From an optimization exercise on the open Yosys and OpenROAD flow, aimed at small area and a short achievable clock period; shortcuts taken in it are not production practice.
Function was checked by simulation only, so behaviour that the tests miss may differ from the original.
Power figures rest on the tool's default switching activity, not on a simulated workload.

[config.mk]
export PLATFORM = sky130hd
export DESIGN_NAME = sysarray_flat
export DESIGN_NICKNAME = sysarray_flat
export VERILOG_FILES = /design/flow/design.v
export SDC_FILE = /design/flow/constraint.sdc
export NUM_CORES = 4
export LEC_CHECK = 0
export CAP_MARGIN = 20
export CORE_MARGIN = 2
export CORE_UTILIZATION = 40
export SLEW_MARGIN = 20
[constraint.sdc]
create_clock -name core_clock -period 5.0 [get_ports {clk}]
set_input_delay 1.0000 -clock core_clock [delete_from_list [all_inputs] [get_ports {clk}]]
set_output_delay 1.0000 -clock core_clock [all_outputs]
set_load 0.01 [all_outputs]
[design.v]
`default_nettype none
`timescale 1ns/1ns
module pe #(
    parameter int A_W = 8,  
    parameter int B_W = 8,
    parameter int ACC_W = 18
) (
    input logic clk, 
    input logic rst,  
    input logic clr,  
    input logic signed [A_W-1:0] a_in,
    input logic signed [B_W-1:0] b_in,
    output logic signed [A_W-1:0] a_out,
    output logic signed [B_W-1:0] b_out,
    output logic signed [ACC_W-1:0] acc_out
);
    localparam int PROD_W = A_W + B_W;
    logic signed [PROD_W-1:0] prod;
    assign prod = a_in * b_in;
    always_ff @(posedge clk) begin
        if (rst) begin
            acc_out <= '0;
            a_out <= '0;
            b_out <= '0;
        end else if (clr) begin
            acc_out <= '0;
            a_out <= a_in;
            b_out <= b_in;
        end else begin
            a_out <= a_in;
            b_out <= b_in;
            acc_out <= acc_out + $signed(prod);
        end
    end
endmodule
`default_nettype none
`timescale 1ns/1ns
module sysarray #(
    parameter int A_W = 8,  
    parameter int B_W = 8,  
    parameter int ACC_W = 18
) (
    input logic clk,
    input logic rst,
    input logic clr,
    input logic [2:0][A_W-1:0] left,
    input logic [2:0][B_W-1:0] top,
    output logic [8:0][ACC_W-1:0] out
);
    logic [2:0][3:0][A_W-1:0] a_bus;  
    logic [3:0][2:0][B_W-1:0] b_bus;
    assign a_bus[0][0] = left[0];  
    assign a_bus[1][0] = left[1];
    assign a_bus[2][0] = left[2];
    assign b_bus[0][0] = top[0];
    assign b_bus[0][1] = top[1];
    assign b_bus[0][2] = top[2];
    pe #(.A_W(A_W),.B_W(B_W),.ACC_W(ACC_W)) pe1 (
        .clk(clk), 
        .rst(rst), 
        .clr(clr),
        .a_in(a_bus[0][0]), 
        .b_in(b_bus[0][0]),
        .a_out(a_bus[0][1]),
        .b_out(b_bus[1][0]),
        .acc_out(out[0])
    );
    pe #(.A_W(A_W),.B_W(B_W),.ACC_W(ACC_W)) pe2 (
        .clk(clk), 
        .rst(rst), 
        .clr(clr),
        .a_in(a_bus[0][1]), 
        .b_in(b_bus[0][1]),
        .a_out(a_bus[0][2]),
        .b_out(b_bus[1][1]),
        .acc_out(out[1])
    );
    pe #(.A_W(A_W),.B_W(B_W),.ACC_W(ACC_W)) pe3 (
        .clk(clk), 
        .rst(rst), 
        .clr(clr),
        .a_in(a_bus[0][2]), 
        .b_in(b_bus[0][2]),
        .a_out(a_bus[0][3]),
        .b_out(b_bus[1][2]),
        .acc_out(out[2])
    );
    pe #(.A_W(A_W),.B_W(B_W),.ACC_W(ACC_W)) pe4 (
        .clk(clk), 
        .rst(rst), 
        .clr(clr),
        .a_in(a_bus[1][0]), 
        .b_in(b_bus[1][0]),
        .a_out(a_bus[1][1]),
        .b_out(b_bus[2][0]),
        .acc_out(out[3])
    );
    pe #(.A_W(A_W),.B_W(B_W),.ACC_W(ACC_W)) pe5 (
        .clk(clk), 
        .rst(rst), 
        .clr(clr),
        .a_in(a_bus[1][1]), 
        .b_in(b_bus[1][1]),
        .a_out(a_bus[1][2]),
        .b_out(b_bus[2][1]),
        .acc_out(out[4])
    );
    pe #(.A_W(A_W),.B_W(B_W),.ACC_W(ACC_W)) pe6 (
        .clk(clk), 
        .rst(rst), 
        .clr(clr),
        .a_in(a_bus[1][2]), 
        .b_in(b_bus[1][2]),
        .a_out(a_bus[1][3]),
        .b_out(b_bus[2][2]),
        .acc_out(out[5])
    );
    pe #(.A_W(A_W),.B_W(B_W),.ACC_W(ACC_W)) pe7 (
        .clk(clk), 
        .rst(rst), 
        .clr(clr),
        .a_in(a_bus[2][0]), 
        .b_in(b_bus[2][0]),
        .a_out(a_bus[2][1]),
        .b_out(b_bus[3][0]),
        .acc_out(out[6])
    );
    pe #(.A_W(A_W),.B_W(B_W),.ACC_W(ACC_W)) pe8 (
        .clk(clk), 
        .rst(rst), 
        .clr(clr),
        .a_in(a_bus[2][1]), 
        .b_in(b_bus[2][1]),
        .a_out(a_bus[2][2]),
        .b_out(b_bus[3][1]),
        .acc_out(out[7])
    );
    pe #(.A_W(A_W),.B_W(B_W),.ACC_W(ACC_W)) pe9 (
        .clk(clk), 
        .rst(rst), 
        .clr(clr),
        .a_in(a_bus[2][2]), 
        .b_in(b_bus[2][2]),
        .a_out(a_bus[2][3]),
        .b_out(b_bus[3][2]),
        .acc_out(out[8])
    );
endmodule
`default_nettype none
`timescale 1ns/1ns
module sysarray_flat (
    input  wire         clk,
    input  wire         rst,
    input  wire         clr,
    input  wire [23:0]  a_left,
    input  wire [23:0]  b_top,
    output wire [161:0] acc_out
);
    sysarray #(.A_W(8), .B_W(8), .ACC_W(18)) u_arr (
        .clk(clk),
        .rst(rst),
        .clr(clr),
        .left(a_left),
        .top(b_top),
        .out(acc_out)
    );
endmodule
[run.sh]
#!/bin/bash
# synth_recipe.tcl (not shown) runs the flow's synth.tcl, then flattens the netlist and writes it again
# the make line also repeats each setting of config.mk as NAME=value (left out here)
make -C /OpenROAD-flow-scripts/flow DESIGN_CONFIG=/design/flow/config.mk WORK_HOME=/design/flow/orfs CLKGATE_MAP_FILE= SYNTH_SCRIPT=/design/flow/synth_recipe.tcl finish
==> notes.md <==
routing by layer:
| layer | up-vias | track usage (%) |
|---|---|---|
| li1 | 12030 | - |
| met1 | 12590 | 25.29 |
| met2 | 307 | 34.54 |
| met3 | 96 | 2.976 |
| met4 | 4 | 4.454 |
| met5 | - | 0 |
synthesized netlist by cell type, types with 5 or more instances:
| cell type | number | share of area, % |
|---|---|---|
| fa_1 | 720 | 40 |
| o31ai_1 | 8 | 0.17 |
| o211ai_1 | 13 | 0.27 |
| and3_1 | 5 | 0.087 |
| a31oi_1 | 7 | 0.12 |
| xnor2_1 | 96 | 2.3 |
| inv_1 | 786 | 8.2 |
| o21bai_1 | 10 | 0.21 |
| xor2_1 | 53 | 1.3 |
| a211oi_1 | 40 | 0.84 |
| nand2_1 | 254 | 2.7 |
| nor3_1 | 26 | 0.36 |
| ha_1 | 378 | 13 |
| and2_1 | 359 | 6.3 |
| o21ai_0 | 52 | 0.72 |
| nor4_1 | 6 | 0.10 |
| a211o_1 | 9 | 0.22 |
| a31o_2 | 7 | 0.17 |
| a21o_1 | 32 | 0.67 |
| nand4_1 | 5 | 0.087 |
| a21oi_1 | 39 | 0.54 |
| nand3_1 | 7 | 0.098 |
| nand2b_1 | 20 | 0.35 |
| clkbuf_1 | 51 | 0.53 |
| o21a_1 | 21 | 0.44 |
| dfxtp_1 | 258 | 14 |
| o22ai_1 | 5 | 0.087 |
| nor2b_1 | 129 | 2.2 |
| mux2_2 | 6 | 0.19 |
| nor2_1 | 149 | 1.6 |
through the flow:
step / cell area, sq um / utilization (%)
floorplan: 36200 / -
global placement: 42170 / 47.57
detailed placement: 42170 / 47.57
CTS: 43680 / 49.28
global route: 43880 / 49.50
finish: 43880 / 49.50
power by group through the flow:
stage / clock (uW) / combinational (uW) / sequential, uW
floorplan: 0 / 7150 / 2690
global placement: 0 / 10800 / 2730
detailed placement: 0 / 10900 / 2720
CTS: 3070 / 11200 / 2680
global route: 3130 / 12700 / 2710
finish: 2950 / 11200 / 2670
state kept, by name, summed over array words and instances, names as in the netlist, 18 cells and up:
name / flops
u_arr.pe5.acc_out: 18
u_arr.pe1.acc_out: 18
u_arr.pe9.acc_out: 18
u_arr.pe4.acc_out: 18
u_arr.pe3.acc_out: 18
u_arr.pe2.acc_out: 18
u_arr.pe8.acc_out: 18
u_arr.pe6.acc_out: 18
u_arr.pe7.acc_out: 18
area by class of cell:
cell class                 instances  area (sq um)
inverter                         789          2967
clock buffer                      47          1036
multi-input combinational       2504         28200
sequential                       258          5192
clock inverter                    22         295.3
timing repair buffer             565          4730
fill                            8263         44770
tap                             1165          1458
worst max-delay path by stage:
stage	slack, ns	end	depth (start not counted)	start
global route	-0.006	u_arr.pe3.acc_out[16]	17	b_top[17]
CTS	0.0006	u_arr.pe4.acc_out[16]	14	a_left[13]
floorplan	-0.40	u_arr.pe4.acc_out[16]	16	a_left[15]
detailed placement	-1.06	u_arr.pe1.acc_out[16]	15	a_left[5]
finish	0.1	u_arr.pe1.acc_out[14]	16	b_top[7]
global placement	-1.01	u_arr.pe1.acc_out[16]	15	a_left[5]
timing repair:
action,in CTS,in global routing
setup endpoints to repair,36,47
hold buffers,0,0
setup buffers,8,4
resized for setup,118,174
pin swaps,49,83
kinds of logic after synthesis:
group                      synth area share (%)
adders and majority gates                 53.31
muxes                                    0.2439
xor gates and xnor gates                  3.634
buffers and inverters                     8.781
DFF                                       14.38
AOI/OAI and AO/OA                         5.426
and+or+nand+nor                           14.22
worst max-delay path, stage by stage:
cell and delay (ns):
buf_2 0.14, clkinv_2 0.09, buf_4 0.20, nor2_4 0.09
fa_2 0.47, fa_1 0.58, fa_1 0.46, fa_1 0.47
ha_1 0.31, ha_2 0.18, or3_4 0.39, o22a_4 0.26
o311a_4 0.33, buf_6 0.12, o21a_1 0.18, nor3_2 0.13
==> impl_results.md <==
- CP startpoint kind: input port
- Vias per cell: 4.678
- Final Power: 16820 uW
- Mapped Avg Cell Area: 9.969 sq um
- Power per cell area: 383.4 mW/mm^2
- Core box area: 0.08865 sq mm
- Drt drc: 0
- Status: finished clean
- Worst R2R End: u_arr.pe5.acc_out[17]
- Sequential power share: 15.9%
- Largest net degree at the start of global routing: 68
- Initial antenna violation count: 2
- Synth Register Bits: 258
- Tmin final: 4.902 ns
- Worst slew margin: 45.39%
- Ys async rst share: 0%
- Pre-Repair DR Iteration Count: 5
- Worst IR drop on VDD: 0.7261 mV
- Final std cells w/o fill: 5350
- Max Slew Vio Count: 0
- Post-route ant nets: 0
- Commonest cells after routing, fill and taps aside: inv_1 (776), fa_1 (702), ha_1 (354)
- Worst Hold End: u_arr.pe6.b_out[2]
- Sequential-to-total area share from yosys stat: 14.38%
- Post-placement cell count: 5270
- R2R setup slack: 0.21 ns
- Final Cycle Share: 98.03%
- Worst Path Max Fanout: 8
- First-pass GRT wire length: 145.5 mm
- Routed met3 length: 3.528 mm
- Reg clk slew, reported paths: 0.05 ns
- IO buf count: 212
- All-layer global routing usage: 19.58%
- Total gr overflow: 0
- Die width: 303.6 um
- Post-Route WL: 85.02 mm
- WL per Instance: 15.89 um
- Max-cap violations: 0
- Worst Hold Depth: 1
- CTS tree: built
- Switching share of power: 41.43%
- Number of synthesized flops with an enable pin: 0
- Worst reg2reg path depth: 17
- CTS Buffer Depth: 3
- Setup Viol. Count Final: 0
- Die height: 303.6 um
- Synth cell types: 59
- Starting Density: 40.51%
- Clock insertion delay at the later pin of the skew report: 0.59 ns
- Most common cell after layout, fill and taps aside: inv_1
- CTS buffer count: 39
- Post-Syn Instances: 3602
- Setup TNS: 0 ns
- Skew final: 0.03156 ns
- CP Class: in -> reg
- Data required time at the worst endpoint: 5.51 ns
- HP Class: reg -> reg
- Pre-CTS WS: -1.065 ns
- Vias in the first global route: 27860
- Clock Power Share: 17.5%
- GPL Wtd Cong: 0.8527
- Io pins: 213
- Slew @ Worst Pin: 0.8191 ns
- DIE AREA: 0.09218 sq mm
- Layout cells sized above 1: 15.17%
- Worst setup margin: 0.09840 ns
- HPWL Detailed: 72.10 mm
- Critical Path AT: 5.41 ns
- Yosys warning total: 1
- Internal Pwr Total: 9854 uW
- P_sw: 6969 uW
- Met2 routed WL: 42.69 mm
- Final net count: 5306
- Initial DRC Count: 805
- ANT cells: 0
- Synth Flop Type: dfxtp_1
- Detailed-route via count: 25030
- Hold Vio Cnt, Final: 0
- Highest metal used: met5
- # clock sinks: 258
- Hold path start: u_arr.pe3.b_out[2]
- Worst setup EP type: flop
- # rows: 109
- Max Freq: 204.0 MHz
- H-Tree Depth: 2
- Syn nets: 4751
- CTS root buffer: clkbuf_16
- Post-synthesis cell area: 0.03591 sq mm
- R2r startpoint: u_arr.pe2.b_out[2]
- Met1 WL: 37.15 mm
- Min Hold Slack: 0.5404 ns
- Area grow syn2layout: 22.20%
- Combinational power share: 66.6%
- P_leak: 0.02268 uW

## port drivers added, routing unchanged
How much do the figures lean on ideal ports? The routed layout below was timed once more, with nothing changed but the port constraints. Step 1 (the two cells are an assumption about what drives the block):
set clk [get_ports {clk}]
set_driving_cell -lib_cell sky130_fd_sc_hd__clkbuf_16 $clk
set_driving_cell -lib_cell sky130_fd_sc_hd__buf_2 [delete_from_list [all_inputs] $clk]
Step 2 adds t to the input delays and takes it off the output delays; t is the mean of the earliest and latest rising clock arrival at the registers after step 1. Input paths then give back, and output paths get back, about the clock's delay inside the block. Three values: ideal ports, drivers, drivers and shift; two values: the first two.
shift t [ns]: 0.635
setup WS [ns]: 0.098 / 0.129 / -0.507
worst hold slack (ns): 0.540 / 0.540 / 0.540
With both steps, setup timing fails in this run, where it was met with ideal ports. For this run, drivers alone change the setup slack by +0.031 ns; drivers and shift together by -0.605 ns.
